Source: an optimization exercise on an open RTL-to-GDS flow (aim: small area). Production flows keep margins and buffers that such runs may drop.
At most, simulation tests tie the RTL to the original design; equivalence was not proved.
Power and IR drop assume default switching activity.

==> run a: inputs <==
==> flow/design.v (excerpt) <==
module Fitbit(
    input CLK,
    input start,
    input reset,
    input [1:0] select,
    output [6:0] sseg,
    output [3:0] an,
    output SI,
    output dp
    );
==> flow/config.mk <==
export PLATFORM = sky130hd
export DESIGN_NAME = Fitbit
export DESIGN_NICKNAME = Fitbit
export VERILOG_FILES = /design/flow/design.v
export SDC_FILE = /design/flow/constraint.sdc
export NUM_CORES = 4
export LEC_CHECK = 0
export CAP_MARGIN = 20
export CORE_MARGIN = 2
export CORE_UTILIZATION = 40
export SLEW_MARGIN = 20
==> flow/constraint.sdc <==
create_clock -name core_clock -period 25.0 [get_ports {CLK}]
set_input_delay 5.0000 -clock core_clock [delete_from_list [all_inputs] [get_ports {CLK}]]
set_output_delay 5.0000 -clock core_clock [all_outputs]
set_load 0.01 [all_outputs]
standard.sh (not shown) runs the stock make flow with config.mk's settings and CLKGATE_MAP_FILE= SYNTH_SCRIPT=/design/flow/synth_recipe.tcl, a recipe that flattens the netlist after the stock synthesis.
==> flow/flow/run.sh <==
#!/bin/bash
# Own layout flow: the standard synthesis, then an area-oriented re-mapping of
# its combinational logic (the registers, their names and cells are kept as
# the standard synthesis made them), then the standard ORFS layout steps with
# a small clock tree and small port buffers.
set -euo pipefail
W=$(pwd)
F=$W/flow
R=$W/orfs/results/$FLOW_PLATFORM/Fitbit/base
LIB=$FLOW_HOME/platforms/sky130hd/lib/sky130_fd_sc_hd__tt_025C_1v80.lib

bash standard.sh synth > $W/log_1_standard_synth.txt 2>&1

cp $R/1_2_yosys.v $W/standard_synth.v
LIB=$LIB IN=$W/standard_synth.v OUT=$W/resynth.v ABC=$F/area.abc \
  yosys -c $F/resynth.tcl > $W/log_2_resynth.txt 2>&1
cp $W/resynth.v $R/1_2_yosys.v
rm -f $R/1_synth.odb $R/1_synth.sdc

CTS="-sink_clustering_enable -repair_clock_nets -dont_use_dummy_load $(cat $F/cts_args.txt)"
bash standard.sh finish \
  "CTS_ARGS=$CTS" \
  "BUFFER_PORTS_ARGS=-buffer_cell sky130_fd_sc_hd__buf_1" \
  > $W/log_3_standard_finish.txt 2>&1
test -f $W/out/final.def
==> flow/flow/area.abc <==
strash
balance -l
 resub -K 6 -l
 rewrite -l
 resub -K 6 -N 2 -l
 refactor -l
 resub -K 8 -l
 balance -l
 resub -K 8 -N 2 -l
 rewrite -l
 resub -K 10 -l
 rewrite -z -l
 resub -K 10 -N 2 -l
 balance -l
 resub -K 12 -l
 refactor -z -l
 resub -K 12 -N 2 -l
 rewrite -z -l
 balance -l

&get -n
&deepsyn -J 100 -T 400 -v
&put
balance -l
 resub -K 6 -l
 rewrite -l
 resub -K 6 -N 2 -l
 refactor -l
 resub -K 8 -l
 balance -l
 resub -K 8 -N 2 -l
 rewrite -l
 resub -K 10 -l
 rewrite -z -l
 resub -K 10 -N 2 -l
 balance -l
 resub -K 12 -l
 refactor -z -l
 resub -K 12 -N 2 -l
 rewrite -z -l
 balance -l

&get -n
&dch -f
&nf -R 1000
&put
==> flow/flow/cts_args.txt <==
-buf_list sky130_fd_sc_hd__clkbuf_8 -root_buf sky130_fd_sc_hd__clkbuf_8 -sink_clustering_size 30 -sink_clustering_max_diameter 100
==> flow/flow/resynth.tcl <==
# Re-map the combinational logic of the standard synthesis for area.
# Flip-flops and tie cells stay as they are (same instances, names, cells).
yosys read_liberty -ignore_miss_func $::env(LIB)
yosys read_verilog $::env(IN)
yosys hierarchy -top Fitbit
yosys setattr -mod -set keep_hierarchy 1 sky130_fd_sc_hd__dfxtp_1 sky130_fd_sc_hd__conb_1
yosys flatten
yosys opt_clean
yosys abc -liberty $::env(LIB) -script $::env(ABC) -dont_use *lpflow* -dont_use *probe*
yosys opt_clean -purge
yosys hilomap -singleton -hicell sky130_fd_sc_hd__conb_1 HI -locell sky130_fd_sc_hd__conb_1 LO
yosys opt_clean -purge
yosys stat -liberty $::env(LIB)
yosys select Fitbit
yosys write_verilog -selected -noattr -nohex -nodec $::env(OUT)
==> run b: changes against run a <==
--- a/flow/design.v
+++ b/flow/design.v
@@ -55,31 +55,24 @@
         dadd6[2] = lo ? ~d[1] : d[3];
         dadd6[3] = lo & d[1];
     end
 endfunction
 assign dp = 1'b1;
-function [12:0] lfsr;
-    input [12:0] q;
-    lfsr = {q[11:0], ~(q[12] ^ q[11] ^ q[1] ^ q[0])};
-endfunction
-function lfsr_end;
-    input [12:0] q;
-    lfsr_end = ~q[10] & ~q[9] & ~q[8] & ~q[7] & q[6] & q[4] & ~q[3] & q[2] & ~q[1] & ~q[0];
-endfunction
 reg [12:0] g_cnt;
 reg        g_sec;
-wire g_end  = lfsr_end(g_cnt);
+wire [15:0] g_inc = inc({3'd0, g_cnt});
+wire g_end  = g_cnt[12] & g_cnt[9] & g_cnt[8] & g_cnt[7] & g_cnt[3];  
 wire g_tick = g_end & ~g_sec;
 always @(posedge CLK) begin
     if (reset) begin
         g_cnt <= 13'd0;
         g_sec <= 1'b0;
     end else if (g_end) begin
-        g_cnt <= 13'd1;           
+        g_cnt <= 13'd1;
         g_sec <= ~g_sec;
     end else
-        g_cnt <= lfsr(g_cnt);
+        g_cnt <= g_inc[12:0];
 end
 reg [9:0] hclk;
 wire [15:0] h_inc = inc({6'd0, hclk});
 always @(posedge CLK) begin
     if (reset)
@@ -164,21 +157,22 @@
         step  <= p_toggle & ~pulse;
     end
 end
 reg [12:0] t_cnt;
 reg        t_sec;
-wire t_end  = lfsr_end(t_cnt);
+wire [15:0] t_inc = inc({3'd0, t_cnt});
+wire t_end  = t_cnt[12] & t_cnt[9] & t_cnt[8] & t_cnt[7] & t_cnt[3];  
 wire tick   = t_end & ~t_sec;
 always @(posedge CLK) begin
     if (reset) begin
         t_cnt <= 13'd0;
         t_sec <= 1'b0;
     end else if (t_end) begin
         t_cnt <= 13'd0;
         t_sec <= ~t_sec;
     end else
-        t_cnt <= lfsr(t_cnt);
+        t_cnt <= t_inc[12:0];
 end
 reg [6:0] sps;
 wire [15:0] sps_inc = inc({9'd0, sps});
 wire over32 = sps[6] | (sps[5] & (|sps[4:0]));
 wire high   = sps[6];
--- a/flow/flow/run.sh
+++ b/flow/flow/run.sh
@@ -15,11 +15,11 @@
 LIB=$LIB IN=$W/standard_synth.v OUT=$W/resynth.v ABC=$F/area.abc \
   yosys -c $F/resynth.tcl > $W/log_2_resynth.txt 2>&1
 cp $W/resynth.v $R/1_2_yosys.v
 rm -f $R/1_synth.odb $R/1_synth.sdc
 
-CTS="-sink_clustering_enable -repair_clock_nets -dont_use_dummy_load $(cat $F/cts_args.txt)"
+CTS="-sink_clustering_enable -repair_clock_nets -buf_list sky130_fd_sc_hd__clkbuf_4 -root_buf sky130_fd_sc_hd__clkbuf_8 -sink_clustering_size 16 -sink_clustering_max_diameter 60 -dont_use_dummy_load"
 bash standard.sh finish \
   "CTS_ARGS=$CTS" \
   "BUFFER_PORTS_ARGS=-buffer_cell sky130_fd_sc_hd__buf_1" \
   > $W/log_3_standard_finish.txt 2>&1
 test -f $W/out/final.def
--- a/flow/flow/area.abc
+++ b/flow/flow/area.abc
@@ -15,14 +15,13 @@
  resub -K 12 -l
  refactor -z -l
  resub -K 12 -N 2 -l
  rewrite -z -l
  balance -l
-
-&get -n
-&deepsyn -J 100 -T 400 -v
-&put
+dch -f
+map -a
+strash
 balance -l
  resub -K 6 -l
  rewrite -l
  resub -K 6 -N 2 -l
  refactor -l
@@ -37,10 +36,7 @@
  resub -K 12 -l
  refactor -z -l
  resub -K 12 -N 2 -l
  rewrite -z -l
  balance -l
-
-&get -n
-&dch -f
-&nf -R 1000
-&put
+dch -f
+map -a
removed: flow/flow/cts_args.txt
==> run c: changes against run a <==
==> flow/flow/cts_args.txt (replaced) <==
-buf_list sky130_fd_sc_hd__clkbuf_4 -root_buf sky130_fd_sc_hd__clkbuf_8 -sink_clustering_size 16 -sink_clustering_max_diameter 60
==> results.txt <==
Between run b and run c, the lower final cell count is in run c (gap about 30%, measured against run c). Of run a and run b, run b has the higher global-route usage (gap 0.40 points). In run b the area after synthesis is higher than in run c, by 10%. Wire length, highest first: run b, run c, run a. Of run b and run c, run b has the higher synthesized cell count (gap 37%, measured against run c). In sequential power, run b and run c hardly differ. Non-clock buffer count is the same in run b and run a. Between run a and run c, the lower utilization is in run c (gap 0.72 points). Between run c and run a, the lower sequential share of layout area is in run a (gap 0.72 points).
Only the layout flow was run in run b; the RTL was not checked for function there.

-- separate check: timing with driven ports --
In the flow no input, the clock included, has a driving cell. The finished layouts below were timed again as built, in two steps. Step 1 assumes that a clkbuf_16 drives the clock port and a buf_2 every other input. Step 2 also shifts input and output timing later by t, the mid clock arrival at the registers, as if the neighbouring blocks saw the same clock. a / b / c = ideal ports / drivers / drivers and shift; a / b = the first two.
run	shift t [ns]	setup WS [ns]	cell pins on the clock port's net
run a	0.460	16.611 / 16.577 / 16.850	1
run b	0.440	16.329 / 16.292 / 16.187	1
run c	0.430	16.609 / 16.575 / 16.863	1
After both steps every run listed still meets setup and hold. The setup slack of run b, which loses most, moves by -0.037 ns with the drivers and by -0.142 ns with both steps.
